Source: an optimization exercise on an open RTL-to-GDS flow (aim: small area, a short achievable clock period and few clock cycles). Production flows keep margins and buffers that such runs may drop.
Only simulation tests tie the RTL to the original design; equivalence was not proved.

**flow/design.v**
```verilog
module fa(input a, input b, input c, output s, output co);
  assign s = a ^ b ^ c;
  assign co = (a & b) | (a & c) | (b & c);
endmodule
module ha(input a, input b, output s, output co);
  assign s = a ^ b;
  assign co = a & b;
endmodule
module hn(input a, input b, output s, output co);
  xn2 ux(a, b, s);
  or2 uo(a, b, co);
endmodule
module xn2(input a, input b, output y);
  assign y = ~(a ^ b);
endmodule
module or2(input a, input b, output y);
  assign y = a | b;
endmodule
module mj(input a, input b, input c, output co);
  assign co = (a & b) | (a & c) | (b & c);
endmodule
module satadd(input [15:0] a, input [15:0] b, output [15:0] z);
  wire [15:0] g = a & b;
  wire [15:0] p = a ^ b;
  wire G1 = g[1] | (p[1] & g[0]);
  wire G2 = g[3] | (p[3] & g[2]);
  wire P2 = p[3] & p[2];
  wire G3 = g[5] | (p[5] & g[4]);
  wire P3 = p[5] & p[4];
  wire G4 = g[7] | (p[7] & g[6]);
  wire P4 = p[7] & p[6];
  wire G5 = g[9] | (p[9] & g[8]);
  wire P5 = p[9] & p[8];
  wire G6 = g[11] | (p[11] & g[10]);
  wire P6 = p[11] & p[10];
  wire G7 = g[13] | (p[13] & g[12]);
  wire P7 = p[13] & p[12];
  wire G8 = g[15] | (p[15] & g[14]);
  wire P8 = p[15] & p[14];
  wire G9 = g[2] | (p[2] & G1);
  wire G10 = G2 | (P2 & G1);
  wire G11 = g[6] | (p[6] & G3);
  wire P11 = p[6] & P3;
  wire G12 = G4 | (P4 & G3);
  wire P12 = P4 & P3;
  wire G13 = g[10] | (p[10] & G5);
  wire P13 = p[10] & P5;
  wire G14 = G6 | (P6 & G5);
  wire P14 = P6 & P5;
  wire G15 = g[14] | (p[14] & G7);
  wire P15 = p[14] & P7;
  wire G16 = G8 | (P8 & G7);
  wire P16 = P8 & P7;
  wire G17 = g[4] | (p[4] & G10);
  wire G18 = G3 | (P3 & G10);
  wire G19 = G11 | (P11 & G10);
  wire G20 = G12 | (P12 & G10);
  wire G21 = g[12] | (p[12] & G14);
  wire P21 = p[12] & P14;
  wire G22 = G7 | (P7 & G14);
  wire P22 = P7 & P14;
  wire G23 = G15 | (P15 & G14);
  wire P23 = P15 & P14;
  wire G24 = G16 | (P16 & G14);
  wire P24 = P16 & P14;
  wire G25 = g[8] | (p[8] & G20);
  wire G26 = G5 | (P5 & G20);
  wire G27 = G13 | (P13 & G20);
  wire G28 = G14 | (P14 & G20);
  wire G29 = G21 | (P21 & G20);
  wire G30 = G22 | (P22 & G20);
  wire G31 = G23 | (P23 & G20);
  wire G32 = G24 | (P24 & G20);
  wire [16:0] c = {G32, G31, G30, G29, G28, G27, G26, G25, G20, G19, G18, G17, G10, G9, G1, g[0], 1'b0};
  wire [15:0] s = p ^ c[15:0];
  wire ovf = c[16] ^ c[15];
  assign z = ovf ? {a[15], {15{~a[15]}}} : s;
endmodule
module bsel(input a1, input a0, input one, input two, input neg, output x);
  assign x = ((one & a1) | (two & a0)) ^ neg;
endmodule
module satmul(input [15:0] a, input [15:0] b, output [15:0] z);
  wire one1 = b[0];
  wire two2 = b[1] & ~b[0];
  wire q3 = ((one1 & a[0]) ^ b[1]);
  wire n4;
  bsel un4(a[1], a[0], one1, two2, b[1], n4);
  wire n5;
  bsel un5(a[2], a[1], one1, two2, b[1], n5);
  wire n6;
  bsel un6(a[3], a[2], one1, two2, b[1], n6);
  wire n7;
  bsel un7(a[4], a[3], one1, two2, b[1], n7);
  wire n8;
  bsel un8(a[5], a[4], one1, two2, b[1], n8);
  wire n9;
  bsel un9(a[6], a[5], one1, two2, b[1], n9);
  wire n10;
  bsel un10(a[7], a[6], one1, two2, b[1], n10);
  wire n11;
  bsel un11(a[8], a[7], one1, two2, b[1], n11);
  wire n12;
  bsel un12(a[9], a[8], one1, two2, b[1], n12);
  wire n13;
  bsel un13(a[10], a[9], one1, two2, b[1], n13);
  wire n14;
  bsel un14(a[11], a[10], one1, two2, b[1], n14);
  wire n15;
  bsel un15(a[12], a[11], one1, two2, b[1], n15);
  wire n16;
  bsel un16(a[13], a[12], one1, two2, b[1], n16);
  wire n17;
  bsel un17(a[14], a[13], one1, two2, b[1], n17);
  wire n18;
  bsel un18(a[15], a[14], one1, two2, b[1], n18);
  wire q19 = ~((a[15] & (one1 | two2)) ^ b[1]);
  wire one20 = b[2] ^ b[1];
  wire two21 = (b[3] & ~b[2] & ~b[1]) | (~b[3] & b[2] & b[1]);
  wire q22 = ((one20 & a[0]) ^ b[3]);
  wire n23;
  bsel un23(a[1], a[0], one20, two21, b[3], n23);
  wire n24;
  bsel un24(a[2], a[1], one20, two21, b[3], n24);
  wire n25;
  bsel un25(a[3], a[2], one20, two21, b[3], n25);
  wire n26;
  bsel un26(a[4], a[3], one20, two21, b[3], n26);
  wire n27;
  bsel un27(a[5], a[4], one20, two21, b[3], n27);
  wire n28;
  bsel un28(a[6], a[5], one20, two21, b[3], n28);
  wire n29;
  bsel un29(a[7], a[6], one20, two21, b[3], n29);
  wire n30;
  bsel un30(a[8], a[7], one20, two21, b[3], n30);
  wire n31;
  bsel un31(a[9], a[8], one20, two21, b[3], n31);
  wire n32;
  bsel un32(a[10], a[9], one20, two21, b[3], n32);
  wire n33;
  bsel un33(a[11], a[10], one20, two21, b[3], n33);
  wire n34;
  bsel un34(a[12], a[11], one20, two21, b[3], n34);
  wire n35;
  bsel un35(a[13], a[12], one20, two21, b[3], n35);
  wire n36;
  bsel un36(a[14], a[13], one20, two21, b[3], n36);
  wire n37;
  bsel un37(a[15], a[14], one20, two21, b[3], n37);
  wire q38 = ~((a[15] & (one20 | two21)) ^ b[3]);
  wire one39 = b[4] ^ b[3];
  wire two40 = (b[5] & ~b[4] & ~b[3]) | (~b[5] & b[4] & b[3]);
  wire q41 = ((one39 & a[0]) ^ b[5]);
  wire n42;
  bsel un42(a[1], a[0], one39, two40, b[5], n42);
  wire n43;
  bsel un43(a[2], a[1], one39, two40, b[5], n43);
  wire n44;
  bsel un44(a[3], a[2], one39, two40, b[5], n44);
  wire n45;
  bsel un45(a[4], a[3], one39, two40, b[5], n45);
  wire n46;
  bsel un46(a[5], a[4], one39, two40, b[5], n46);
  wire n47;
  bsel un47(a[6], a[5], one39, two40, b[5], n47);
  wire n48;
  bsel un48(a[7], a[6], one39, two40, b[5], n48);
  wire n49;
  bsel un49(a[8], a[7], one39, two40, b[5], n49);
  wire n50;
  bsel un50(a[9], a[8], one39, two40, b[5], n50);
  wire n51;
  bsel un51(a[10], a[9], one39, two40, b[5], n51);
  wire n52;
  bsel un52(a[11], a[10], one39, two40, b[5], n52);
  wire n53;
  bsel un53(a[12], a[11], one39, two40, b[5], n53);
  wire n54;
  bsel un54(a[13], a[12], one39, two40, b[5], n54);
  wire n55;
  bsel un55(a[14], a[13], one39, two40, b[5], n55);
  wire n56;
  bsel un56(a[15], a[14], one39, two40, b[5], n56);
  wire q57 = ~((a[15] & (one39 | two40)) ^ b[5]);
  wire one58 = b[6] ^ b[5];
  wire two59 = (b[7] & ~b[6] & ~b[5]) | (~b[7] & b[6] & b[5]);
  wire q60 = ((one58 & a[0]) ^ b[7]);
  wire n61;
  bsel un61(a[1], a[0], one58, two59, b[7], n61);
  wire n62;
  bsel un62(a[2], a[1], one58, two59, b[7], n62);
  wire n63;
  bsel un63(a[3], a[2], one58, two59, b[7], n63);
  wire n64;
  bsel un64(a[4], a[3], one58, two59, b[7], n64);
  wire n65;
  bsel un65(a[5], a[4], one58, two59, b[7], n65);
  wire n66;
  bsel un66(a[6], a[5], one58, two59, b[7], n66);
  wire n67;
  bsel un67(a[7], a[6], one58, two59, b[7], n67);
  wire n68;
  bsel un68(a[8], a[7], one58, two59, b[7], n68);
  wire n69;
  bsel un69(a[9], a[8], one58, two59, b[7], n69);
  wire n70;
  bsel un70(a[10], a[9], one58, two59, b[7], n70);
  wire n71;
  bsel un71(a[11], a[10], one58, two59, b[7], n71);
  wire n72;
  bsel un72(a[12], a[11], one58, two59, b[7], n72);
  wire n73;
  bsel un73(a[13], a[12], one58, two59, b[7], n73);
  wire n74;
  bsel un74(a[14], a[13], one58, two59, b[7], n74);
  wire n75;
  bsel un75(a[15], a[14], one58, two59, b[7], n75);
  wire q76 = ~((a[15] & (one58 | two59)) ^ b[7]);
  wire one77 = b[8] ^ b[7];
  wire two78 = (b[9] & ~b[8] & ~b[7]) | (~b[9] & b[8] & b[7]);
  wire q79 = ((one77 & a[0]) ^ b[9]);
  wire n80;
  bsel un80(a[1], a[0], one77, two78, b[9], n80);
  wire n81;
  bsel un81(a[2], a[1], one77, two78, b[9], n81);
  wire n82;
  bsel un82(a[3], a[2], one77, two78, b[9], n82);
  wire n83;
  bsel un83(a[4], a[3], one77, two78, b[9], n83);
  wire n84;
  bsel un84(a[5], a[4], one77, two78, b[9], n84);
  wire n85;
  bsel un85(a[6], a[5], one77, two78, b[9], n85);
  wire n86;
  bsel un86(a[7], a[6], one77, two78, b[9], n86);
  wire n87;
  bsel un87(a[8], a[7], one77, two78, b[9], n87);
  wire n88;
  bsel un88(a[9], a[8], one77, two78, b[9], n88);
  wire n89;
  bsel un89(a[10], a[9], one77, two78, b[9], n89);
  wire n90;
  bsel un90(a[11], a[10], one77, two78, b[9], n90);
  wire n91;
  bsel un91(a[12], a[11], one77, two78, b[9], n91);
  wire n92;
  bsel un92(a[13], a[12], one77, two78, b[9], n92);
  wire n93;
  bsel un93(a[14], a[13], one77, two78, b[9], n93);
  wire n94;
  bsel un94(a[15], a[14], one77, two78, b[9], n94);
  wire q95 = ~((a[15] & (one77 | two78)) ^ b[9]);
  wire one96 = b[10] ^ b[9];
  wire two97 = (b[11] & ~b[10] & ~b[9]) | (~b[11] & b[10] & b[9]);
  wire q98 = ((one96 & a[0]) ^ b[11]);
  wire n99;
  bsel un99(a[1], a[0], one96, two97, b[11], n99);
  wire n100;
  bsel un100(a[2], a[1], one96, two97, b[11], n100);
  wire n101;
  bsel un101(a[3], a[2], one96, two97, b[11], n101);
  wire n102;
  bsel un102(a[4], a[3], one96, two97, b[11], n102);
  wire n103;
  bsel un103(a[5], a[4], one96, two97, b[11], n103);
  wire n104;
  bsel un104(a[6], a[5], one96, two97, b[11], n104);
  wire n105;
  bsel un105(a[7], a[6], one96, two97, b[11], n105);
  wire n106;
  bsel un106(a[8], a[7], one96, two97, b[11], n106);
  wire n107;
  bsel un107(a[9], a[8], one96, two97, b[11], n107);
  wire n108;
  bsel un108(a[10], a[9], one96, two97, b[11], n108);
  wire n109;
  bsel un109(a[11], a[10], one96, two97, b[11], n109);
  wire n110;
  bsel un110(a[12], a[11], one96, two97, b[11], n110);
  wire n111;
  bsel un111(a[13], a[12], one96, two97, b[11], n111);
  wire n112;
  bsel un112(a[14], a[13], one96, two97, b[11], n112);
  wire n113;
  bsel un113(a[15], a[14], one96, two97, b[11], n113);
  wire q114 = ~((a[15] & (one96 | two97)) ^ b[11]);
  wire one115 = b[12] ^ b[11];
  wire two116 = (b[13] & ~b[12] & ~b[11]) | (~b[13] & b[12] & b[11]);
  wire q117 = ((one115 & a[0]) ^ b[13]);
  wire n118;
  bsel un118(a[1], a[0], one115, two116, b[13], n118);
  wire n119;
  bsel un119(a[2], a[1], one115, two116, b[13], n119);
  wire n120;
  bsel un120(a[3], a[2], one115, two116, b[13], n120);
  wire n121;
  bsel un121(a[4], a[3], one115, two116, b[13], n121);
  wire n122;
  bsel un122(a[5], a[4], one115, two116, b[13], n122);
  wire n123;
  bsel un123(a[6], a[5], one115, two116, b[13], n123);
  wire n124;
  bsel un124(a[7], a[6], one115, two116, b[13], n124);
  wire n125;
  bsel un125(a[8], a[7], one115, two116, b[13], n125);
  wire n126;
  bsel un126(a[9], a[8], one115, two116, b[13], n126);
  wire n127;
  bsel un127(a[10], a[9], one115, two116, b[13], n127);
  wire n128;
  bsel un128(a[11], a[10], one115, two116, b[13], n128);
  wire n129;
  bsel un129(a[12], a[11], one115, two116, b[13], n129);
  wire n130;
  bsel un130(a[13], a[12], one115, two116, b[13], n130);
  wire n131;
  bsel un131(a[14], a[13], one115, two116, b[13], n131);
  wire n132;
  bsel un132(a[15], a[14], one115, two116, b[13], n132);
  wire q133 = ~((a[15] & (one115 | two116)) ^ b[13]);
  wire one134 = b[14] ^ b[13];
  wire two135 = (b[15] & ~b[14] & ~b[13]) | (~b[15] & b[14] & b[13]);
  wire q136 = ((one134 & a[0]) ^ b[15]);
  wire n137;
  bsel un137(a[1], a[0], one134, two135, b[15], n137);
  wire n138;
  bsel un138(a[2], a[1], one134, two135, b[15], n138);
  wire n139;
  bsel un139(a[3], a[2], one134, two135, b[15], n139);
  wire n140;
  bsel un140(a[4], a[3], one134, two135, b[15], n140);
  wire n141;
  bsel un141(a[5], a[4], one134, two135, b[15], n141);
  wire n142;
  bsel un142(a[6], a[5], one134, two135, b[15], n142);
  wire n143;
  bsel un143(a[7], a[6], one134, two135, b[15], n143);
  wire n144;
  bsel un144(a[8], a[7], one134, two135, b[15], n144);
  wire n145;
  bsel un145(a[9], a[8], one134, two135, b[15], n145);
  wire n146;
  bsel un146(a[10], a[9], one134, two135, b[15], n146);
  wire n147;
  bsel un147(a[11], a[10], one134, two135, b[15], n147);
  wire n148;
  bsel un148(a[12], a[11], one134, two135, b[15], n148);
  wire n149;
  bsel un149(a[13], a[12], one134, two135, b[15], n149);
  wire n150;
  bsel un150(a[14], a[13], one134, two135, b[15], n150);
  wire n151;
  bsel un151(a[15], a[14], one134, two135, b[15], n151);
  wire q152 = ~((a[15] & (one134 | two135)) ^ b[15]);
  wire n153, n154;
  ha un153(n13, n30, n153, n154);
  wire n155, n156;
  ha un155(n14, n31, n155, n156);
  wire n157, n158;
  fa un157(n15, n32, n49, n157, n158);
  wire n159, n160;
  ha un159(n66, n83, n159, n160);
  wire n161, n162;
  fa un161(n16, n33, n50, n161, n162);
  wire n163, n164;
  ha un163(n67, n84, n163, n164);
  wire n165, n166;
  fa un165(n17, n34, n51, n165, n166);
  wire n167, n168;
  fa un167(n68, n85, n102, n167, n168);
  wire n169, n170;
  ha un169(n119, q136, n169, n170);
  wire n171, n172;
  fa un171(n18, n35, n52, n171, n172);
  wire n173, n174;
  fa un173(n69, n86, n103, n173, n174);
  wire n175, n176;
  ha un175(n120, n137, n175, n176);
  wire n177, n178;
  hn un177(q19, n36, n177, n178);
  wire n179, n180;
  fa un179(n53, n70, n87, n179, n180);
  wire n181, n182;
  fa un181(n104, n121, n138, n181, n182);
  wire n183, n184;
  hn un183(n37, n54, n183, n184);
  wire n185, n186;
  fa un185(n71, n88, n105, n185, n186);
  wire n187, n188;
  ha un187(n122, n139, n187, n188);
  wire n189, n190;
  fa un189(q38, n55, n72, n189, n190);
  wire n191, n192;
  fa un191(n89, n106, n123, n191, n192);
  wire n193, n194;
  hn un193(n56, n73, n193, n194);
  wire n195, n196;
  ha un195(n90, n107, n195, n196);
  wire n197, n198;
  fa un197(q57, n74, n91, n197, n198);
  wire n199, n200;
  hn un199(n75, n92, n199, n200);
  wire n201, n202;
  ha un201(n9, n26, n201, n202);
  wire n203, n204;
  ha un203(n10, n27, n203, n204);
  wire n205, n206;
  fa un205(n11, n28, n45, n205, n206);
  wire n207, n208;
  ha un207(n62, q79, n207, n208);
  wire n209, n210;
  fa un209(n12, n29, n46, n209, n210);
  wire n211, n212;
  ha un211(n63, n80, n211, n212);
  wire n213, n214;
  fa un213(n153, n47, n64, n213, n214);
  wire n215, n216;
  fa un215(n81, q98, b[11], n215, n216);
  wire n217, n218;
  fa un217(n154, n155, n48, n217, n218);
  wire n219, n220;
  fa un219(n65, n82, n99, n219, n220);
  wire n221, n222;
  fa un221(n156, n157, n159, n221, n222);
  wire n223, n224;
  fa un223(n100, q117, b[13], n223, n224);
  wire n225, n226;
  fa un225(n158, n160, n161, n225, n226);
  wire n227, n228;
  fa un227(n163, n101, n118, n227, n228);
  wire n229, n230;
  fa un229(n162, n164, n165, n229, n230);
  wire n231, n232;
  fa un231(n167, n169, b[15], n231, n232);
  wire n233, n234;
  fa un233(n166, n168, n170, n233, n234);
  wire n235, n236;
  fa un235(n171, n173, n175, n235, n236);
  wire n237, n238;
  fa un237(n172, n174, n176, n237, n238);
  wire n239, n240;
  fa un239(n177, n179, n181, n239, n240);
  wire n241, n242;
  fa un241(n178, n180, n182, n241, n242);
  wire n243, n244;
  fa un243(n183, n185, n187, n243, n244);
  wire n245, n246;
  fa un245(n184, n186, n188, n245, n246);
  wire n247, n248;
  fa un247(n189, n191, n140, n247, n248);
  wire n249, n250;
  fa un249(n190, n192, n193, n249, n250);
  wire n251, n252;
  fa un251(n195, n124, n141, n251, n252);
  wire n253, n254;
  fa un253(n194, n196, n197, n253, n254);
  wire n255, n256;
  fa un255(n108, n125, n142, n255, n256);
  wire n257, n258;
  fa un257(n198, n199, n109, n257, n258);
  wire n259, n260;
  ha un259(n126, n143, n259, n260);
  wire n261, n262;
  fa un261(n200, q76, n93, n261, n262);
  wire n263, n264;
  fa un263(n110, n127, n144, n263, n264);
  wire n265, n266;
  hn un265(n94, n111, n265, n266);
  wire n267, n268;
  ha un267(n128, n145, n267, n268);
  wire n269, n270;
  fa un269(q95, n112, n129, n269, n270);
  wire n271, n272;
  hn un271(n113, n130, n271, n272);
  wire n273, n274;
  ha un273(n7, n24, n273, n274);
  wire n275, n276;
  ha un275(n8, n25, n275, n276);
  wire n277, n278;
  fa un277(n201, n43, q60, n277, n278);
  wire n279, n280;
  fa un279(n202, n203, n44, n279, n280);
  wire n281, n282;
  fa un281(n204, n205, n207, n281, n282);
  wire n283, n284;
  fa un283(n206, n208, n209, n283, n284);
  wire n285, n286;
  fa un285(n210, n212, n213, n285, n286);
  wire n287, n288;
  fa un287(n214, n216, n217, n287, n288);
  wire n289, n290;
  fa un289(n218, n220, n221, n289, n290);
  wire n291, n292;
  fa un291(n222, n224, n225, n291, n292);
  wire n293, n294;
  fa un293(n226, n228, n229, n293, n294);
  wire n295, n296;
  fa un295(n230, n232, n233, n295, n296);
  wire n297, n298;
  fa un297(n234, n236, n237, n297, n298);
  wire n299, n300;
  fa un299(n238, n240, n241, n299, n300);
  wire n301, n302;
  fa un301(n242, n244, n245, n301, n302);
  wire n303, n304;
  fa un303(n246, n248, n249, n303, n304);
  wire n305, n306;
  fa un305(n250, n252, n253, n305, n306);
  wire n307, n308;
  fa un307(n254, n256, n257, n307, n308);
  wire n309, n310;
  fa un309(n258, n260, n261, n309, n310);
  wire n311, n312;
  fa un311(n262, n264, n265, n311, n312);
  wire n313, n314;
  fa un313(n266, n268, n269, n313, n314);
  wire n315, n316;
  ha un315(n270, n271, n315, n316);
  wire n317, n318;
  fa un317(n272, q114, n131, n317, n318);
  wire n319, n320;
  hn un319(n132, n149, n319, n320);
  wire n321, n322;
  ha un321(n5, q22, n321, n322);
  wire n323, n324;
  ha un323(n6, n23, n323, n324);
  wire n325, n326;
  fa un325(n273, q41, b[5], n325, n326);
  wire n327, n328;
  fa un327(n274, n275, n42, n327, n328);
  wire n329, n330;
  fa un329(n276, n277, b[7], n329, n330);
  wire n331, n332;
  fa un331(n278, n279, n61, n331, n332);
  wire n333, n334;
  fa un333(n280, n281, b[9], n333, n334);
  wire n335, n336;
  fa un335(n282, n283, n211, n335, n336);
  wire n337, n338;
  fa un337(n284, n285, n215, n337, n338);
  wire n339, n340;
  fa un339(n286, n287, n219, n339, n340);
  wire n341, n342;
  fa un341(n288, n289, n223, n341, n342);
  wire n343, n344;
  fa un343(n290, n291, n227, n343, n344);
  wire n345, n346;
  fa un345(n292, n293, n231, n345, n346);
  wire n347, n348;
  fa un347(n294, n295, n235, n347, n348);
  wire n349, n350;
  fa un349(n296, n297, n239, n349, n350);
  wire n351, n352;
  fa un351(n298, n299, n243, n351, n352);
  wire n353, n354;
  fa un353(n300, n301, n247, n353, n354);
  wire n355, n356;
  fa un355(n302, n303, n251, n355, n356);
  wire n357, n358;
  fa un357(n304, n305, n255, n357, n358);
  wire n359, n360;
  fa un359(n306, n307, n259, n359, n360);
  wire n361, n362;
  fa un361(n308, n309, n263, n361, n362);
  wire n363, n364;
  fa un363(n310, n311, n267, n363, n364);
  wire n365, n366;
  fa un365(n312, n313, n146, n365, n366);
  wire n367, n368;
  fa un367(n314, n315, n147, n367, n368);
  wire n369, n370;
  fa un369(n316, n317, n148, n369, n370);
  wire n371, n372;
  ha un371(n318, n319, n371, n372);
  wire n373, n374;
  fa un373(n320, q133, n150, n373, n374);
  wire w375 = ~n151;
  wire n376, n377;
  ha un376(q3, b[1], n376, n377);
  wire n378, n379;
  ha un378(n4, n377, n378, n379);
  wire n380;
  mj un380(n321, b[3], n379, n380);
  wire n381;
  mj un381(n322, n323, n380, n381);
  wire n382;
  mj un382(n324, n325, n381, n382);
  wire n383;
  mj un383(n326, n327, n382, n383);
  wire n384;
  mj un384(n328, n329, n383, n384);
  wire n385;
  mj un385(n330, n331, n384, n385);
  wire n386;
  mj un386(n332, n333, n385, n386);
  wire n387;
  mj un387(n334, n335, n386, n387);
  wire n388;
  mj un388(n336, n337, n387, n388);
  wire n389, n390;
  fa un389(n338, n339, n388, n389, n390);
  wire n391, n392;
  fa un391(n340, n341, n390, n391, n392);
  wire n393, n394;
  fa un393(n342, n343, n392, n393, n394);
  wire n395, n396;
  fa un395(n344, n345, n394, n395, n396);
  wire n397, n398;
  fa un397(n346, n347, n396, n397, n398);
  wire n399, n400;
  fa un399(n348, n349, n398, n399, n400);
  wire n401, n402;
  fa un401(n350, n351, n400, n401, n402);
  wire n403, n404;
  fa un403(n352, n353, n402, n403, n404);
  wire n405, n406;
  fa un405(n354, n355, n404, n405, n406);
  wire n407, n408;
  fa un407(n356, n357, n406, n407, n408);
  wire n409, n410;
  fa un409(n358, n359, n408, n409, n410);
  wire n411, n412;
  fa un411(n360, n361, n410, n411, n412);
  wire n413, n414;
  fa un413(n362, n363, n412, n413, n414);
  wire n415, n416;
  fa un415(n364, n365, n414, n415, n416);
  wire n417, n418;
  fa un417(n366, n367, n416, n417, n418);
  wire n419, n420;
  fa un419(n368, n369, n418, n419, n420);
  wire n421, n422;
  fa un421(n370, n371, n420, n421, n422);
  wire n423, n424;
  fa un423(n372, n373, n422, n423, n424);
  wire n425, n426;
  fa un425(n374, w375, n424, n425, n426);
  wire n427, n428;
  fa un427(n151, q152, n426, n427, n428);
  wire w429 = ~n428;
  wire [20:0] p = {w429, n427, n425, n423, n421, n419, n417, n415, n413, n411, n409, n407, n405, n403, n401, n399, n397, n395, n393, n391, n389};
  wire ovf = ~((&p[20:15]) | ~(|p[20:15]));
  assign z = ovf ? {p[20], {15{~p[20]}}} : p[15:0];
endmodule
module conv_window_unit(clk, reset, in_valid, in_ready, window, filter, filterSize,
		out_valid, value);
	input clk, reset;
	input in_valid;
	output in_ready;
	input [399:0] window;
	input [399:0] filter;
	input [15:0] filterSize;
	output out_valid;
	output signed [15:0] value;
	localparam K = 9;
	reg [399:0] win_r, fil_r;
	reg a_busy, a_last;
	reg [1:0] a_batch;
	reg [1:0] a_size;      
	reg b_valid, b_first, b_last;
	reg [1:0] b_pos;       
	reg [16*K-1:0] prod_r;
	reg [15:0] acc;
	reg out_v;
	reg rdy_q, rdy_n;
	wire ready = ~rdy_n;
	wire accept = in_valid & ready & ~reset;
	assign in_ready = rdy_q;
	assign out_valid = out_v;
	assign value = acc;
	always @(posedge clk) begin
		if (ready) begin
			win_r[16*(25-K)-1:0] <= window[16*(25-K)-1:0];
			fil_r[16*(25-K)-1:0] <= filter[16*(25-K)-1:0];
		end else begin
			win_r[16*(25-K)-1:0] <= win_r[16*25-1:16*K];
			fil_r[16*(25-K)-1:0] <= fil_r[16*25-1:16*K];
		end
		win_r[399:16*(25-K)] <= window[399:16*(25-K)];
		fil_r[399:16*(25-K)] <= filter[399:16*(25-K)];
	end
	wire [1:0] in_size = filterSize[2:0] - 3'd2;
	wire busy_d = ~reset & (accept | (a_busy & ~a_last));
	wire last_d = ready ? ~in_size[1] : (a_size == 2'd2) | (a_batch == 2'd1);
	always @(posedge clk) begin
		a_busy <= busy_d;
		a_last <= last_d;
		rdy_q <= ~busy_d | last_d;
		rdy_n <= busy_d & ~last_d;
		if (ready) begin
			a_size <= in_size;
			a_batch <= 2'd0;
		end else begin
			a_batch <= a_batch + 2'd1;
		end
	end
	wire [16*K-1:0] prod;
	genvar i;
	generate
		for (i = 0; i < K; i = i + 1) begin : mults
			satmul mp(win_r[16*i +: 16], fil_r[16*i +: 16], prod[16*i +: 16]);
		end
	endgenerate
	always @(posedge clk) begin
		if (reset)
			b_valid <= 1'b0;
		else
			b_valid <= a_busy;
		b_first <= (a_batch == 2'd0);
		b_last <= a_last;
		b_pos <= ~a_last ? 2'd2 : (a_size == 2'd0) ? 2'd0 : (a_size == 2'd1) ? 2'd2 : 2'd1;
		prod_r <= prod;
	end
	wire [15:0] acc_in = b_first ? 16'd0 : acc;
	wire [16*K-1:0] part;
	satadd ad0(acc_in, prod_r[15:0], part[15:0]);
	generate
		for (i = 1; i < K; i = i + 1) begin : chain
			satadd ad(prod_r[16*i +: 16], part[16*(i-1) +: 16], part[16*i +: 16]);
		end
	endgenerate
	always @(posedge clk) begin
		acc <= (b_pos == 2'd0) ? part[16*3 +: 16] : (b_pos == 2'd1) ? part[16*(K-3) +: 16] : part[16*(K-1) +: 16];
		if (reset)
			out_v <= 1'b0;
		else
			out_v <= b_valid & b_last;
	end
endmodule
```
**flow/flow/run.sh**
```bash
#!/bin/bash
# The standard layout (standard.sh, all steps) with these changes:
# - after synthesis, flow/downsize.tcl gives the multiplier cells and the
#   window/filter load multiplexers their smallest drive strength;
# - the port buffers that global placement adds are sky130_fd_sc_hd__buf_1
#   on the inputs and sky130_fd_sc_hd__buf_4 on the outputs (flow/outbuf.tcl)
#   instead of the cell buffer_ports picks by default.
set -euo pipefail
export POST_SYNTH_TCL="$PWD/flow/downsize.tcl"
export PRE_GLOBAL_PLACE_TCL="$PWD/flow/outbuf.tcl"
export BUFFER_PORTS_ARGS="-inputs -buffer_cell sky130_fd_sc_hd__buf_1"
bash standard.sh finish > standard_finish.log 2>&1
```
**flow/flow/downsize.tcl**
```tcl
set db [ord::get_db]
set block [ord::get_db_block]
set lib_masters [dict create]
foreach lib [$db getLibs] {
  foreach m [$lib getMasters] {
    dict set lib_masters [$m getName] $m
  }
}
proc smallest { name } {
  upvar lib_masters lib_masters
  if { ![regexp {^(sky130_fd_sc_hd__[a-z0-9]+)_([0-9]+)$} $name -> base size] } {
    return ""
  }
  if { [regexp {df|dl|clk|conb|tap|fill|decap|diode} $base] } {
    return ""
  }
  set best ""
  set best_area 0
  foreach s {0 1 2 4} {
    set cand "${base}_$s"
    if { [dict exists $lib_masters $cand] } {
      set m [dict get $lib_masters $cand]
      set a [expr {[$m getWidth] * [$m getHeight]}]
      if { $best eq "" || $a < $best_area } {
        set best $m
        set best_area $a
      }
    }
  }
  return $best
}
proc drives_window_reg { inst } {
  foreach it [$inst getITerms] {
    if { ![$it isOutputSignal] } { continue }
    set net [$it getNet]
    if { $net eq "NULL" } { continue }
    foreach it2 [$net getITerms] {
      set n [[$it2 getInst] getName]
      if { [string match "win_r*" $n] || [string match "fil_r*" $n] } {
        return 1
      }
    }
  }
  return 0
}
proc is_seq { inst } {
  return [regexp {__(df|edf|sdf|dl)} [[$inst getMaster] getName]]
}
set cone [dict create]
set work {}
foreach inst [$block getInsts] {
  if { [string match "prod_r*" [$inst getName]] } {
    lappend work $inst
  }
}
while { [llength $work] > 0 } {
  set inst [lindex $work end]
  set work [lrange $work 0 end-1]
  foreach it [$inst getITerms] {
    if { ![$it isInputSignal] } { continue }
    set net [$it getNet]
    if { $net eq "NULL" } { continue }
    foreach it2 [$net getITerms] {
      if { ![$it2 isOutputSignal] } { continue }
      set drv [$it2 getInst]
      set dn [$drv getName]
      if { [is_seq $drv] || [dict exists $cone $dn] } { continue }
      dict set cone $dn 1
      lappend work $drv
    }
  }
}
puts "downsize: [dict size $cone] cells drive the product registers"
set swapped 0
set saved 0
foreach inst [$block getInsts] {
  set name [$inst getName]
  set m [$inst getMaster]
  set mname [$m getName]
  if { [dict exists $cone $name] || ([string match "*mux2*" $mname] && [drives_window_reg $inst]) } {
    set new [smallest $mname]
    if { $new ne "" && [$new getName] ne $mname } {
      set saved [expr {$saved + [$m getWidth] * [$m getHeight] - [$new getWidth] * [$new getHeight]}]
      $inst swapMaster $new
      incr swapped
    }
  }
}
puts "downsize: swapped $swapped cells, [expr {$saved / 1e6}] um2 less"
```
**flow/flow/outbuf.tcl**
```tcl
# Run by ORFS before global placement (PRE_GLOBAL_PLACE_TCL): buffers the
# output ports with sky130_fd_sc_hd__buf_4, which drives the port wire and
# load faster than buf_1; the input ports are buffered right after this by
# global_place.tcl's own buffer_ports call (BUFFER_PORTS_ARGS -inputs).
buffer_ports -outputs -buffer_cell sky130_fd_sc_hd__buf_4
```
**flow/standard.sh**
```bash
#!/bin/bash
# synth_recipe.tcl (not shown) runs the flow's synth.tcl, then flattens the netlist and writes it again
# the make line also repeats each setting of config.mk as NAME=value (left out here)
make -C /OpenROAD-flow-scripts/flow DESIGN_CONFIG=/design/flow/config.mk WORK_HOME=/design/flow/orfs CLKGATE_MAP_FILE= SYNTH_SCRIPT=/design/flow/synth_recipe.tcl "${@:-finish}"
```
**flow/config.mk**
```make
export PLATFORM = sky130hd
export DESIGN_NAME = conv_window_unit
export DESIGN_NICKNAME = conv_window_unit
export VERILOG_FILES = /design/flow/design.v
export SDC_FILE = /design/flow/constraint.sdc
export NUM_CORES = 4
export LEC_CHECK = 0
export CAP_MARGIN = 20
export CORE_MARGIN = 2
export CORE_UTILIZATION = 40
export SLEW_MARGIN = 20
export SYNTH_HIERARCHICAL = 1
export SYNTH_MINIMUM_KEEP_SIZE = 0
```
**flow/constraint.sdc**
```tcl
create_clock -name core_clock -period 120.0 [get_ports {clk}]
set_input_delay 24.0000 -clock core_clock [delete_from_list [all_inputs] [get_ports {clk}]]
set_output_delay 24.0000 -clock core_clock [all_outputs]
set_load 0.01 [all_outputs]
```
==> flow_results.org, run 1 <==
** Layout
- Proportion of layout cells with a drive suffix above 1 :: 6.28%
- Fillcell total :: 18656
- Sequential cell area in the final layout :: 0.0195 mm2
- The multi-input combinational cells in the finished layout cover a total of 0.0597 mm2.
- Area of all placed cells without fillers :: 0.0916 mm2
- Area grow syn2layout :: 13.6%
- After the last flow step, the layout net total stands at 10109.

** Timing
- Setup violations, final :: 0
- Pin slew with the least headroom to its limit :: 1.12 ns
- Worst Hold Slack :: 0.396 ns
- Setup repair after global routing left no endpoint under its margin.
- Clock period minus final worst setup slack :: 25.44 ns
- Max-slew violation count :: 0
- The worst path uses 21.2% of the clock period.
- Setup slack on the critical path of the routed design comes to 94.56 ns.
- Setup total negative slack on the finished layout was measured at 0 ns.
- Static timing analysis puts the maximum clock frequency at 39.3 MHz.
- Final hold violation count :: 0
- Largest clock skew in the final design :: 0.0222 ns
- Slew HR :: 25.2%

** Job
- Max capacitance violation total :: 0

** Setup path
- Worst reg2reg startpoint :: b_first$_DFF_P_
- Data on the critical path is required at its endpoint by 96.00 ns.
- Category of the most critical setup path :: reg -> out
- The worst setup path is launched from a register.
- The worst register-to-register path ends at acc[12]$_DFF_P_.
- Counting cells, the worst reg-to-reg path comes to 77.
- Arr. time, crit path :: 1.44 ns
- Along the worst path, the maximum fanout reaches 2.
- In this run the register-to-register setup slack is 96.57 ns.
- STA classifies the critical path endpoint as an output port.

** Detailed routing
- Total detailed-routing wirelength :: 215000 um
- The first detailed-routing pass took 8 iterations.
- Via count of the routed design :: 58139
- DRC violation count after routing :: 0
- Count of routing violations after the opening detailed-route iteration :: 4218
- Wire per inst :: 20.0 um
- The count of nets left with antenna violations once routing finished came out at 0.
- Via density per instance :: 5.42

** GRT
- The via count of the first global-routing pass was 60997.
- In the global route stage, overall resource usage came out at 20.7%.
- Entering global routing, the biggest net connects 151 pins.
- Initial antenna violation count :: 4
- First-pass GRT wire length :: 341000 um
- Overflow after GRT :: 0

** Logic synthesis
- Syn_area_per_cell :: 11.5 um2
- Net Count, Synth :: 9135
- Number of instances in the synthesized netlist :: 7009
- After synthesis the cells add up to 0.0807 mm2.
- Number of warnings issued by yosys :: 7

** Die
- Starting density of the core :: 40.3%
- Placement Rows :: 164
- Core region area :: 0.200 mm2
- Die Span Y :: 453 um
- Die X :: 453 um
- Die area :: 0.205 mm2
- Top Ports :: 837

** Clocking
- TritonCTS built the clock tree.
- The clock passes through at most 3 buffers.
- Count of instances resized after the clock tree is built :: 0
- Once the clock tree was built, the setup fixing pass inserted 0 buffers.
- Cts hold-fix bufs :: 0
- Cts bufs inserted :: 109
- After clock tree synthesis, the clock-pin slew on the worst setup and hold paths is 0.06 ns.
- Worst-skew pair later-pin latency :: 0.77 ns
- Clock tree synthesis found a total of 974 sinks.
- Root cell of the clock tree :: sky130_fd_sc_hd__clkbuf_16
- H-Tree Level Count :: 3

** Placed design
- DPL Wire Length :: 161000 um
- At the placement stage, the worst setup path has a slack of 95.30 ns.
- Instance area at placement :: 0.0879 mm2
- Buffers placed on the I/O ports in this run total 822.
- At the end of routability-driven placement, the weighted congestion stood at 0.882.

** Min path
- The worst hold path belongs to the class reg -> reg.
- For hold timing, the worst endpoint is b_last$_DFF_P_.
- The worst hold path was traced through 0 stages.
- Hold Crit Start :: a_last$_DFF_P_

** Status
- The run finished with no timing, DRC or antenna violations.
worst register-to-register path, delay by kind of cell, from the launching register on:
| kind | cells | cell delay, ns |
|---|---|---|
| multiplexers | 9 | 2.46 |
| AND/OR/NAND/NOR | 12 | 1.92 |
| adder cells (fa/ha/maj) | 18 | 5.86 |
| buffers and inverters | 2 | 0.60 |
| AO/OA/AOI/OAI | 36 | 11.85 |
| flip-flops | 1 | 0.64 |
cell usage in the layout (no fill, tap or decap), drive strengths merged, types with 138 or more instances in the layout:
cell,count
ha,335
fa,972
a21o,171
nand2,143
mux2i,223
clkbuf,142
buf,1061
xnor2,1287
dfxtp,972
mux2,521
nor2,138
a22oi,1080
routing by layer:
layer,routed length (um),vias up,GRT usage (%)
met5,36,-,0
met4,7820,6,7.49
met3,11600,348,3.07
met2,104000,1882,34.4
met1,91600,28979,27.2
li1,-,26924,-
state kept, by name, summed over array words and instances (netlist names), 2 cells and up:
register  count
a_batch       2
a_size        2
acc          16
b_pos         2
fil_r       400
prod_r      144
win_r       400
stage by stage:
stage | instances | util, %
global route | 10731 | 45.8
CTS | 10730 | 45.8
floorplan | 7009 | -
global placement | 10528 | 43.9
finish | 10732 | 45.8
detailed placement | 10528 | 43.9
area by class of cell:
type,instances,area share (%)
diodes,2,0.00546
clock buffers,142,3.24
clock inverters,60,0.827
inverters,105,0.430
multi-input cells,5732,65.2
flip-flops and latches,974,21.3
well taps,2656,3.63
repair buffers,1061,5.41
worst max path at each step:
| stage | from | end | slack, ns | depth (start not counted) |
|---|---|---|---|---|
| final | acc[9]$_DFF_P_ | value[9] | 94.56 | 0 |
| after global routing | acc[9]$_DFF_P_ | value[9] | 94.48 | 0 |
| after CTS | acc[8]$_DFF_P_ | value[8] | 94.42 | 0 |
| after detailed placement | acc[8]$_DFF_P_ | value[8] | 95.30 | 0 |
| after global placement | acc[8]$_DFF_P_ | value[8] | 95.29 | 0 |
| after floorplan | in_valid | rdy_n$_DFF_P_ | 95.59 | 3 |
Testbench counts, summed over its fixed seeds: cycles 4,973.
==> inputs of run 2 (changes only) <==
--- a/flow/config.mk
+++ b/flow/config.mk
@@ -8,6 +8,8 @@
 export CAP_MARGIN = 20
 export CORE_MARGIN = 2
 export CORE_UTILIZATION = 40
+export CTS_CLUSTER_DIAMETER = 100
+export CTS_CLUSTER_SIZE = 30
 export SLEW_MARGIN = 20
 export SYNTH_HIERARCHICAL = 1
 export SYNTH_MINIMUM_KEEP_SIZE = 0
==> run 2 against run 1 <==
Against the previous run:
- still clean on timing, DRC and antenna
- area after synthesis stayed put
- fmax barely moved
- die area unchanged
- hold slack better by 0.0079 ns
- non-clock buffer count stayed put
- clock-buffer cell count shrank 85
- sequential share of layout area grew 0.39 points
- cell count is 1.0% lower
- critical endpoint unchanged
- highest routed layer unchanged
==> flow_results.org, run 2 <==
** Status
- Status :: finished clean

** Setup path
- Category of the most critical setup path :: reg -> out
- At the worst endpoint, the arrival time is 1.42 ns.
- Required arrival time at the worst endpoint :: 96.00 ns
- STA classifies the critical path endpoint as an output port.
- Nature of the critical path startpoint :: register
- Of all nets on the critical path, the largest fanout is 2.

** Placed design
- Buffers placed on the I/O ports in this run total 822.
- Instance area at placement :: 0.0879 mm2
- Timing analysis after detailed placement gives a worst setup slack of 95.30 ns.
- The wire-length estimate of the detail-placed layout is 161000 um.
- Placer Congestion :: 0.882

** Die
- In this run the core area contains 164 standard-cell rows.
- Top Ports :: 837
- Starting density of the core :: 40.3%
- Die Span Y :: 453 um
- Die area :: 0.205 mm2
- The die is 453 um wide.
- Core region area :: 0.200 mm2

** Timing
- Max-slew violation count :: 0
- Total negative slack :: 0 ns
- Setup violations, final :: 0
- Setup repair after global routing left no endpoint under its margin.
- Fmax :: 39.3 MHz
- Share of the cycle needed by the critical path after routing :: 21.2%
- Hold is met by 0.403 ns.
- Pin slew with the least headroom to its limit :: 1.11 ns
- Largest clock skew in the final design :: 0.0494 ns
- Final hold violation count :: 0
- Measured against its own limit, the worst slew margin works out to 25.8%.
- Clock period minus final worst setup slack :: 25.42 ns
- Across all setup checks in the final design, the least slack found is 94.58 ns.

** GRT
- Number of global-route vias before repair :: 60263
- Overflow after GRT :: 0
- Entering global routing, the biggest net connects 151 pins.
- The initial antenna violation count is 4.
- Across every metal layer, demand over resource in global routing totals 20.4%.
- First-pass GRT wire length :: 339000 um

** Detailed routing
- Number of optimization iterations in the first detailed-route pass :: 7
- DRC violation count after routing :: 0
- Count of routing violations after the opening detailed-route iteration :: 4149
- Remaining antenna violation count after routing :: 0
- In the final routed layout, each cell accounts on average for 20.1 um.
- Total detailed-routing wirelength :: 213000 um
- Via density per instance :: 5.42
- Via count of the routed design :: 57626

** Clocking
- Count of buffers added by post-CTS timing repair for setup :: 0
- The clock passes through at most 3 buffers.
- CTS saw 974 sinks.
- Once the clock tree was built, the resizer swapped 0 gates to a different size.
- Cts bufs inserted :: 56
- CTS built an H-tree with a depth of 2.
- Cts hold-fix bufs :: 0
- Clock tree from TritonCTS :: done
- The clock reaches the later pin of the worst-skew pair after 0.74 ns.
- Clock transition at the register clock pins on the worst setup and hold paths after CTS :: 0.11 ns
- Root cell of the clock tree :: sky130_fd_sc_hd__clkbuf_16

** Layout
- Area grow syn2layout :: 11.5%
- Area of all placed cells without fillers :: 0.0900 mm2
- Proportion of layout cells with a drive suffix above 1 :: 5.26%
- In the layout the commonest cells are 1287 x sky130_fd_sc_hd__xnor2_1, 1080 x sky130_fd_sc_hd__a22oi_1, 972 x sky130_fd_sc_hd__fa_1, 971 x sky130_fd_sc_hd__dfxtp_1, 804 x sky130_fd_sc_hd__buf_1.
- After filler insertion, the fill cell instance count of the layout stands at 18798.
- The library cell used most frequently in the layout, excluding fill and tap cells, is sky130_fd_sc_hd__xnor2_1.
- The sequential cells in the finished layout cover a total of 0.0195 mm2.
- In the final layout, the multi-input gates occupy 0.0597 mm2.
- Final-stage net count :: 10056
- The largest registers in the layout are fil_r: 400 flops, win_r: 400 flops, prod_r: 144 flops.

** Logic synthesis
- The Yosys step of the flow raised 7 warnings.
- Synthesized cell area :: 0.0807 mm2
- A synthesized cell averages 11.5 um2.
- The number of nets in the synthesized netlist is 9135.
- After technology mapping, the gate count stands at 7009.

** Job
- Max capacitance violation total :: 0

** Min path
- Kind of path behind the tightest hold check :: reg -> reg
[run 2: cell type report]
type                       count  share of cell area, %
multi-input combinational   5732                   66.3
sequential                   974                   21.7
timing repair buffer        1061                   5.51
tap                         2656                   3.69
clock buffer                  57                   1.56
clock inverter                36                  0.763
inverter                     105                  0.438
antenna                        2                0.00556
[run 2: stage by stage]
stage	utilization [%]	instances
6_report	45.0	10623
5_1_grt	45.0	10622
4_1_cts	45.0	10621
3_5_place_dp	43.9	10528
3_3_place_gp	43.9	10528
2_1_floorplan	-	7009
[run 2: per-layer routing]
| metal | vias to the layer above | global-route usage, % | part of all wire [%] |
|---|---|---|---|
| li1 | 26750 | - | - |
| met1 | 28737 | 27.2 | 43 |
| met2 | 1844 | 34.2 | 48 |
| met3 | 289 | 2.45 | 5.2 |
| met4 | 6 | 6.92 | 3.4 |
| met5 | - | 0 | 0.017 |
[run 2: worst paths after layout]
check | start | endpoint | slack [ns] | depth (start not counted)
setup / recovery | acc[9]$_DFF_P_ | value[9] | 94.58 | 0
hold / removal | a_last$_DFF_P_ | b_last$_DFF_P_ | 0.40 | 0
hold reg to reg | a_last$_DFF_P_ | b_last$_DFF_P_ | 0.40 | 0
setup reg to reg | b_first$_DFF_P_ | acc[12]$_DFF_P_ | 96.55 | 77
==> inputs of run 3 (changes only) <==
==> flow/flow/run.sh (replaced) <==
#!/bin/bash
# The standard layout (standard.sh, all steps) with these changes:
# - after synthesis, flow/downsize.tcl gives the multiplier cells and the
#   window/filter load multiplexers their smallest drive strength;
# - the port buffers that global placement adds are sky130_fd_sc_hd__buf_1
#   instead of the cell buffer_ports picks by default, and before placement
#   repair flow/outbuf.tcl makes those on the output ports buf_4.
set -euo pipefail
export POST_SYNTH_TCL="$PWD/flow/downsize.tcl"
export PRE_RESIZE_TCL="$PWD/flow/outbuf.tcl"
export BUFFER_PORTS_ARGS="-buffer_cell sky130_fd_sc_hd__buf_1"
bash standard.sh finish > standard_finish.log 2>&1
==> flow/flow/outbuf.tcl (replaced) <==
# Run by ORFS before placement repair (PRE_RESIZE_TCL): the buffers that
# buffer_ports put on the output ports (buf_1, see run.sh) become buf_4,
# which drive the port wire and load faster. Detailed placement, which comes
# later, legalizes them.
set db [ord::get_db]
set block [ord::get_db_block]
set buf4 [$db findMaster sky130_fd_sc_hd__buf_4]
set n 0
foreach bt [$block getBTerms] {
  if { [$bt getIoType] ne "OUTPUT" } { continue }
  set net [$bt getNet]
  if { $net eq "NULL" } { continue }
  foreach it [$net getITerms] {
    if { ![$it isOutputSignal] } { continue }
    set inst [$it getInst]
    if { [[$inst getMaster] getName] eq "sky130_fd_sc_hd__buf_1" } {
      $inst swapMaster $buf4
      incr n
    }
  }
}
puts "outbuf: $n output port buffers are now buf_4"
==> run 3 against run 2 <==
Against the previous run:
- via count rose by 0.11%
- wire length shrank 0.26%
- critical path depth is 1 higher
- largest cell class unchanged
- hold slack got worse by 0.013 ns
==> flow_results.org, run 3 <==
** Layout
- Proportion of layout cells with a drive suffix above 1 :: 5.46%
- Fillcell total :: 18728
- Antenna cell count :: 0
- Area grow syn2layout :: 11.6%
- Leaving out fill and tap cells, the most frequent cell in the layout is sky130_fd_sc_hd__xnor2_1.
- The library cells used most frequently in the layout, excluding fill and tap cells, are 1287 x sky130_fd_sc_hd__xnor2_1, 1080 x sky130_fd_sc_hd__a22oi_1, 972 x sky130_fd_sc_hd__fa_1, 971 x sky130_fd_sc_hd__dfxtp_1, 804 x sky130_fd_sc_hd__buf_1.
- The net count of the finished layout is 10077.
- In the final layout, flip-flops and latches occupy 0.0195 mm2.
- After routing the design area is 0.0901 mm2.
- The largest registers in the layout are fil_r: 400 flops, win_r: 400 flops, prod_r: 144 flops.
- The multi-input combinational cells in the finished layout cover a total of 0.0597 mm2.

** Die
- Die X :: 453 um
- 837 I/O pins were placed.
- Die area :: 0.205 mm2
- Die Span Y :: 453 um
- After floorplanning, the core was divided into 164 placement rows.
- The initial utilization of the core area, before any placement, comes to 40.3%.
- Core region area :: 0.200 mm2

** Clocking
- Count of instances resized after the clock tree is built :: 0
- Clock-pin slew was measured on the worst setup and hold paths at 0.11 ns.
- Cts hold-fix bufs :: 0
- Worst-skew pair later-pin latency :: 0.75 ns
- The tree is rooted in a sky130_fd_sc_hd__clkbuf_16.
- H-Tree Level Count :: 2
- TritonCTS built the clock tree.
- Max Root-Sink Buffers :: 3
- Count of buffers added by post-CTS timing repair for setup :: 0
- The tree built by TritonCTS fans out to 974 sinks.
- Cts bufs inserted :: 54

** Logic synthesis
- After synthesis the cells add up to 0.0807 mm2.
- Syn_area_per_cell :: 11.5 um2
- Yosys printed 7 warnings.
- Number of instances in the synthesized netlist :: 7009
- Net Count, Synth :: 9135

** Setup path
- The largest individual stage delay along the critical path comes from the cell sky130_fd_sc_hd__dfxtp_1.
- Register-to-Register Path Depth :: 77
- Critical Path End :: value[6]
- Total stage count of the critical path :: 1
- The worst register-to-register path begins at b_first$_DFF_P_.
- Worst-case register-to-register setup slack :: 97.31 ns
- In this run the worst setup path begins at acc[6]$_DFF_P_.
- Worst-path maximum fanout :: 2
- The endpoint identified for the worst register-to-register timing path is acc[1]$_DFF_P_.
- The worst setup path is captured at an output port.
- The signal on the critical path passes through buf_4.
- The worst setup path is launched from a register.
- Category of the most critical setup path :: reg -> out
- Grouping stages by cell kind, the critical path spends the most delay in flip-flops.
- Together, buffers and inverters on the worst path number 1.
- In this design, the stage delay of the slowest critical-path cell is 0.56 ns.
- Data arrives at the worst endpoint at 1.46 ns.
- Required arrival time at the worst endpoint :: 96.00 ns

** Timing
- Worst Hold Slack :: 0.390 ns
- The worst pin sits at a relative slew slack of 29.8%.
- After routing, the total negative slack on setup checks comes to 0 ns.
- Minimum setup slack in the final design :: 94.54 ns
- Final hold violation count :: 0
- Max-slew violation count :: 0
- The routed design could run at a clock period as short as 25.46 ns.
- Clock skew on the completed layout was measured at 0.0518 ns.
- Fmax :: 39.3 MHz
- Pin slew with the least headroom to its limit :: 1.05 ns
- Share of the cycle needed by the critical path after routing :: 21.2%
- Setup violations, final :: 0
- Setup repair after global routing left no endpoint under its margin.

** Detailed routing
- Across all layers, the routed design uses 57689 vias.
- Wires add up to 213000 um.
- For this block, the initial DRC count from the detailed router was 3745.
- The detail route stage leaves a number of antenna-violating nets equal to 0.
- Number of optimization iterations in the first detailed-route pass :: 6
- After detailed routing, the number of remaining DRC violations is 0.
- Wire per inst :: 20.0 um
- Dividing the detail-routed via count by the number of cells gives 5.42.

** Job
- Max capacitance violation total :: 0

** Min path
- The worst hold path belongs to the class reg -> reg.

** GRT
- Entering global routing, the biggest net connects 74 pins.
- Number of global-route vias before repair :: 60457
- Across every metal layer, demand over resource in global routing totals 20.5%.
- The first global-routing pass estimated 340000 um of wire.
- Initial antenna violation count :: 0
- Overflow after GRT :: 0

** Placed design
- Worst setup slack before clock tree synthesis :: 95.27 ns
- Instance area at placement :: 0.0880 mm2
- In this run the tool buffered the top-level ports with 822 buffer cells.
- Placer Congestion :: 0.861
- After legalization and detailed placement, the total HPWL measured 161000 um.

** Status
- Status :: finished clean
==> run 3: area by class of cell <==
cell class,count,share of cell area (%)
well taps,2656,3.69
inverters,105,0.438
repair buffers,1084,5.68
multi-input cells,5732,66.3
flip-flops and latches,974,21.7
clock inverters,30,0.671
clock buffers,58,1.55
==> run 3: worst min-delay path by stage <==
stage | startpoint | to | slack, ns | cells past startpoint
floorplan | a_last$_DFF_P_ | b_last$_DFF_P_ | 0.35 | 0
global placement | a_last$_DFF_P_ | b_last$_DFF_P_ | 0.38 | 0
detailed placement | a_last$_DFF_P_ | b_last$_DFF_P_ | 0.38 | 0
CTS | a_last$_DFF_P_ | b_last$_DFF_P_ | 0.40 | 0
global route | a_last$_DFF_P_ | b_last$_DFF_P_ | 0.41 | 0
finish | a_last$_DFF_P_ | b_last$_DFF_P_ | 0.39 | 0
==> run 3: routing by layer <==
| layer | routed length [um] | GRT usage, % |
|---|---|---|
| met1 | 92000 | 27.6 |
| met2 | 103000 | 34.4 |
| met3 | 11000 | 2.30 |
| met4 | 6600 | 6.24 |
| met5 | 0 | 0 |
==> run 3: per-stage QoR <==
step           std cells  util, %
6_report           10639     45.0
5_1_grt            10639     45.0
4_1_cts            10637     45.0
3_5_place_dp       10549     44.0
3_3_place_gp       10549     44.0
2_1_floorplan       7009        -
==> inputs of run 4 (changes only) <==
--- a/flow/config.mk
+++ b/flow/config.mk
@@ -8,8 +8,8 @@
 export CAP_MARGIN = 20
 export CORE_MARGIN = 2
 export CORE_UTILIZATION = 40
-export CTS_CLUSTER_DIAMETER = 100
-export CTS_CLUSTER_SIZE = 30
+export CTS_CLUSTER_DIAMETER = 80
+export CTS_CLUSTER_SIZE = 24
 export SLEW_MARGIN = 20
 export SYNTH_HIERARCHICAL = 1
 export SYNTH_MINIMUM_KEEP_SIZE = 0
==> run 4 against run 3 <==
Against the previous run:
- highest routed layer unchanged
- sequential share of layout area shrank 0.21 points
- fmax is essentially flat
- design area grew 0.96%
- first-iteration DRC count grew 3.6%
==> flow_results.org, run 4 <==
** Clocking
- Clock transition at the register clock pins on the worst setup and hold paths after CTS :: 0.09 ns
- Root cell of the clock tree :: sky130_fd_sc_hd__clkbuf_16
- TritonCTS built the clock tree.
- In this run the post-CTS setup repair buffer count came out at 0.
- Count of instances resized after the clock tree is built :: 0
- For this design, the CTS-stage hold fixing added 0 buffers.
- CTS built an H-tree with a depth of 3.
- Worst-skew pair later-pin latency :: 0.74 ns
- Total number of clock tree sinks :: 974
- Clock tree synthesis inserted a total of 76 buffers.
- Max Root-Sink Buffers :: 3

** Placed design
- The number of placed instances, taps included, is 10549.
- Worst setup slack before clock tree synthesis :: 95.27 ns
- Input and output buffers added on the ports amount to 822.
- The placed instances occupy a cell area of 0.0880 mm2.
- After legalization and detailed placement, the total HPWL measured 161000 um.
- The congestion estimate from routability-driven global placement came to 0.861.

** Die
- Core region area :: 0.200 mm2
- Starting density of the core :: 40.3%
- Top Ports :: 837
- Measured along the y axis, the die boundary spans 453 um.
- After floorplanning, the core was divided into 164 placement rows.
- Die X :: 453 um
- The floorplan step defined a die boundary enclosing 0.205 mm2.

** Timing
- Minimum setup slack in the final design :: 94.54 ns
- The total count of max-transition violations in the final report came to 0.
- Share of the cycle needed by the critical path after routing :: 21.2%
- Setup violations, final :: 0
- Slew HR :: 30.5%
- The hold violation total from the final report came to 0.
- Hold is met by 0.385 ns.
- Total negative slack :: 0 ns
- Unrepaired setup endpoints after global routing :: no
- Fmax :: 39.3 MHz
- Clock period minus final worst setup slack :: 25.46 ns
- At the pin with the least slew margin, the transition time is 1.04 ns.
- Clock skew on the completed layout was measured at 0.0402 ns.

** Setup path
- Of all nets on the critical path, the largest fanout is 2.
- Together, buffers and inverters on the worst path number 1.
- For this design, the slowest cell found on the critical path is sky130_fd_sc_hd__dfxtp_1.
- Nature of the critical path startpoint :: register
- At the worst endpoint, the required time is 96.00 ns.
- At the worst endpoint, the arrival time is 1.46 ns.
- Dominant delay contributor by cell family on the critical path :: flip-flops
- Cell-by-cell trace of the critical path :: buf_4
- STA classifies the critical path endpoint as an output port.
- Category of the most critical setup path :: reg -> out
- For this run, the slowest stage of the critical path takes 0.55 ns.

** Job
- Max-cap violations in this run came to 0.

** Detailed routing
- After detailed routing, the number of remaining DRC violations is 0.
- After detailed routing, the average wire length per cell comes to 20.0 um.
- The first TritonRoute pass finished after 6 iterations.
- In this run, the number of DRC markers left after iteration 0 of detailed routing was 3880.
- Via count of the routed design :: 57852
- Via density per instance :: 5.42
- Remaining antenna violation count after routing :: 0
- The final layout contains routed wiring with a total length of 213000 um.

** Layout
- Of the cells placed in the final design, the portion with a size suffix greater than 1 is 5.93%.
- The number of antenna diodes in the final layout is 0.
- With fillers left out, the area of the finished cells amounts to 0.0909 mm2.
- From synthesis to final layout, the design area changed by 12.7%.
- Once layout is complete, the cells apart from fillers number 10680.
- Largest registers in the final layout :: fil_r: 400 flops, win_r: 400 flops, prod_r: 144 flops
- Summing all flip-flop and latch instances after layout gives 0.0195 mm2.
- Fillcell total :: 18669
- Final-stage net count :: 10099
- The library cell used most frequently in the layout, excluding fill and tap cells, is sky130_fd_sc_hd__xnor2_1.
- Total area of multi-input combinational cells :: 0.0597 mm2
- Leaving out fill and tap cells, the most frequent cells in the layout are 1287 x sky130_fd_sc_hd__xnor2_1, 1080 x sky130_fd_sc_hd__a22oi_1, 972 x sky130_fd_sc_hd__fa_1, 971 x sky130_fd_sc_hd__dfxtp_1, 804 x sky130_fd_sc_hd__buf_1.

** Logic synthesis
- Net Count, Synth :: 9135
- Summing every instance area after synthesis gives 0.0807 mm2.
- The average instance in the mapped netlist occupies 11.5 um2.
- The cell count after synthesis came out at 7009.
- The Yosys step of the flow raised 7 warnings.

** GRT
- The initial antenna violation count was 0.
- Pin count of the biggest net entering global routing :: 74
- First-pass GRT wire length :: 341000 um
- The total overflow left after global routing is 0.
- Number of global-route vias before repair :: 60757
- Overall Global Routing Usage :: 20.6%

** Min path
- The min-delay analysis places its worst path in the category reg -> reg.

** Status
- The run finished with no timing, DRC or antenna violations.
## run 4: cell count changes in the layout (fill, tap and decap cells not counted), sizes merged
cell / change
clkbuf: +25
clkinv: +2
bufinv: +2
inv: +12
## run 4: path summary, 6_finish.rpt
check                                     start        endpoint  slack [ns]  cells after the start
worst max-delay path             acc[6]$_DFF_P_        value[6]       94.54                      1
worst min-delay path             a_last$_DFF_P_  b_last$_DFF_P_        0.38                      0
worst max register to register  b_first$_DFF_P_  acc[7]$_DFF_P_       97.30                     77
worst min register to register   a_last$_DFF_P_  b_last$_DFF_P_        0.38                      0
## run 4: per-stage QoR
stage / utilization [%]
after floorplan: -
after global placement: 44.0
after detailed placement: 44.0
after CTS: 45.4
after global routing: 45.4
final: 45.4
## run 4: area by class of cell
| cell class | instances | area share, % |
|---|---|---|
| multi-input combinational | 5732 | 65.7 |
| tap | 2656 | 3.65 |
| sequential | 974 | 21.5 |
| timing repair buffer | 1084 | 5.63 |
| clock inverter | 46 | 0.947 |
| inverter | 105 | 0.433 |
| clock buffer | 83 | 2.20 |
## run 4: per-layer routing
layer / track usage (%) / vias to the layer above / wire length [um] / share of wire (%)
li1: - / 26871 / - / -
met1: 27.5 / 29060 / 92400 / 43
met2: 34.4 / 1646 / 103000 / 48
met3: 2.80 / 275 / 10600 / 5.0
met4: 6.46 / 0 / 6790 / 3.2
met5: 0 / - / 0 / 0
==> inputs of run 5 (changes only) <==
==> flow/config.mk (replaced) <==
export PLATFORM = sky130hd
export DESIGN_NAME = conv_window_unit
export DESIGN_NICKNAME = conv_window_unit
export VERILOG_FILES = /design/flow/design.v
export SDC_FILE = /design/flow/constraint.sdc
export NUM_CORES = 4
export LEC_CHECK = 0
export CAP_MARGIN = 10
export CORE_MARGIN = 2
export CORE_UTILIZATION = 40
export CTS_CLUSTER_DIAMETER = 100
export CTS_CLUSTER_SIZE = 30
export SLEW_MARGIN = 10
export SYNTH_HIERARCHICAL = 1
export SYNTH_MINIMUM_KEEP_SIZE = 0
==> run 5 against run 4 <==
Against the previous run:
- clock skew increased by 0.0090 ns
- cell count fell by 0.40%
- sequential cell count unchanged
- register-to-register slack about the same
==> flow_results.org, run 5 <==
** Logic synthesis
- Synthesized cell area :: 0.0807 mm2
- Synthesis produced 7009 cells.
- The average instance in the mapped netlist occupies 11.5 um2.
- When the netlist entered floorplanning its net count stood at 9135.
- Yosys printed 7 warnings.

** Clocking
- H-Tree Level Count :: 2
- TritonCTS built the clock tree.
- After clock tree synthesis, the repair step resized 0 gates.
- Worst-skew pair later-pin latency :: 0.75 ns
- Clock-pin slew was measured on the worst setup and hold paths at 0.11 ns.
- In this run the post-CTS setup repair buffer count came out at 0.
- Cts bufs inserted :: 54
- The tree built by TritonCTS fans out to 974 sinks.
- In this run the deepest clock path goes through 3 buffers.
- Root cell of the clock tree :: sky130_fd_sc_hd__clkbuf_16
- After clock tree synthesis, the flow added hold-fix buffers numbering 0.

** Setup path
- Among all stages on the critical path, the largest delay is contributed by sky130_fd_sc_hd__dfxtp_1.
- Biggest cell delay along the critical path :: 0.57 ns
- Endpoint class of the critical path :: output port
- Arr. time, crit path :: 1.49 ns
- Required arrival time at the worst endpoint :: 96.00 ns
- Broken down by cell family, the worst path's largest delay share belongs to flip-flops.
- Nature of the critical path startpoint :: register
- The critical path is of the reg -> out type.
- The worst register-to-register path has a setup slack of 97.30 ns.
- Buf+Inv Stages, Crit Path :: 1
- Cell-by-cell trace of the critical path :: buf_4
- Worst-path maximum fanout :: 2

** GRT
- Entering global routing, the biggest net connects 74 pins.
- Overflow after GRT :: 0
- Overall Global Routing Usage :: 20.4%
- The initial antenna violation count is 1.
- First-pass GRT wire length :: 339000 um
- Number of global-route vias before repair :: 60536

** Detailed routing
- DRC violation count after routing :: 0
- Wire per inst :: 20.0 um
- Via density per instance :: 5.43
- Count of routing violations after the opening detailed-route iteration :: 4260
- Wires add up to 212000 um.
- Number of optimization iterations in the first detailed-route pass :: 6
- Via count of the routed design :: 57772
- In this run the remaining antenna-violating nets after routing total 0.

** Timing
- Worst Hold Slack :: 0.388 ns
- Setup violations remaining at the end of the flow were counted as 0.
- The total count of max-transition violations in the final report was 0.
- Share of the cycle needed by the critical path after routing :: 21.2%
- The hold violation total from the final report was 0.
- For the pin with the worst max-slew slack, the measured transition is 1.17 ns.
- Unrepaired setup endpoints after global routing :: no
- The routed design could run at a clock period as short as 25.49 ns.
- After routing, the total negative slack on setup checks comes to 0 ns.
- Slew HR :: 21.7%
- Largest clock skew in the final design :: 0.0492 ns
- Static timing analysis puts the maximum clock frequency at 39.2 MHz.

** Layout
- Highest-count cells in the layout ignoring fill and taps :: 1287 x sky130_fd_sc_hd__xnor2_1, 1080 x sky130_fd_sc_hd__a22oi_1, 972 x sky130_fd_sc_hd__fa_1, 971 x sky130_fd_sc_hd__dfxtp_1, 804 x sky130_fd_sc_hd__buf_1
- Largest registers in the final layout :: fil_r: 400 flops, win_r: 400 flops, prod_r: 144 flops
- Final-stage net count :: 10075
- Once layout is complete, the cells apart from fillers number 10637.
- Compared with the post-synthesis result, the final layout area differs by 11.6%.
- The library cell used most frequently in the layout, excluding fill and tap cells, is sky130_fd_sc_hd__xnor2_1.
- Proportion of layout cells with a drive suffix above 1 :: 5.41%
- Core utilization of the finished layout :: 45.0%
- The repair_antennas step left the layout with diodes totalling 0.

** Placed design
- Post-placement cell count :: 10549
- During placement, the flow inserted port buffers numbering 822.
- DPL Wire Length :: 161000 um
- Placer Congestion :: 0.861

** Min path
- Kind of path behind the tightest hold check :: reg -> reg

** Job
- Max-cap violations in this run came to 0.

** Status
- Status :: finished clean

** Die
- In this run the standard cell core region covers 0.200 mm2.
- From bottom edge to top edge, the die measures 453 um.
- The floorplan step set the die width to 453 um.
- For this configuration, the core starts out at a cell density of 40.3%.
- Die area :: 0.205 mm2
- During I/O placement, the number of pins put on the boundary was 837.
- Placement Rows :: 164
[run 5: cell count changes in the layout (fill, tap and decap cells not counted), moves of 2 or more]
cell,delta
sky130_fd_sc_hd__clkbuf_4,-2
sky130_fd_sc_hd__clkinv_16,+3
sky130_fd_sc_hd__clkbuf_16,-24
sky130_fd_sc_hd__inv_16,-10
sky130_fd_sc_hd__a21oi_2,-2
sky130_fd_sc_hd__clkbuf_1,-2
sky130_fd_sc_hd__inv_6,-3
sky130_fd_sc_hd__a21oi_1,+2
sky130_fd_sc_hd__bufinv_16,-2
[run 5: metrics by stage]
stage / setup slack, ns / area, um2
2_1_floorplan: 95.59 / 80700
3_3_place_gp: 95.12 / 88000
3_5_place_dp: 95.27 / 88000
4_1_cts: 94.43 / 90000
5_1_grt: 94.46 / 90100
6_report: 94.51 / 90100
[run 5: metal layers]
| layer | wire length [um] | up-vias | track usage [%] |
|---|---|---|---|
| met5 | 13 | - | 0 |
| met4 | 6780 | 2 | 6.45 |
| met3 | 10100 | 300 | 2.18 |
| met2 | 103000 | 1735 | 34.4 |
| met1 | 92000 | 28933 | 27.4 |
| li1 | - | 26802 | - |
[run 5: final timing paths]
path,startpoint,end,cells past startpoint
worst max-delay path,acc[6]$_DFF_P_,value[6],1
worst min-delay path,a_last$_DFF_P_,b_last$_DFF_P_,0
worst max register to register,b_first$_DFF_P_,acc[2]$_DFF_P_,77
worst min register to register,a_last$_DFF_P_,b_last$_DFF_P_,0
[run 5: final cells by class]
type,instances,area [um2]
clock buffers,57,1390
clock inverters,31,628
fillers,18809,110000
inverters,105,394
multi-input cells,5732,59700
flip-flops and latches,974,19500
well taps,2656,3320
repair buffers,1082,5100

port drivers added, routing unchanged:
The results above use ideal ports. As a check the final layouts listed here were re-extracted and re-timed, cells and wires unchanged.
Step 1, drivers: a clkbuf_16 drives clk and a buf_2 each remaining input, both assumed.
Step 2 also shifts input and output timing later by t, the mid clock arrival at the registers, as if the neighbouring blocks saw the same clock.
a / b / c = ideal ports / drivers / drivers and shift; a / b = the first two.
| run | t, ns | setup slack, ns | worst hold slack (ns) | clock arrival spread, ns | worst slew at a driven data input, ns |
|---|---|---|---|---|---|
| run 1 | 0.845 | 94.556 / 94.473 / 95.318 | 0.396 / 0.396 / 0.396 | 0.027 / 0.027 | 0.11 |
| run 2 | 0.803 | 94.576 / 94.489 / 95.292 | 0.403 / 0.403 / 0.403 | 0.062 / 0.061 | 0.12 |
| run 3 | 0.803 | 94.539 / 94.451 / 95.254 | 0.390 / 0.390 / 0.390 | 0.073 / 0.073 | 0.11 |
| run 4 | 0.809 | 94.541 / 94.453 / 95.262 | 0.385 / 0.385 / 0.385 | 0.043 / 0.043 | 0.11 |
| run 5 | 0.805 | 94.514 / 94.425 / 95.230 | 0.388 / 0.388 / 0.388 | 0.065 / 0.066 | 0.11 |
After both steps setup and hold are still met in every run listed.
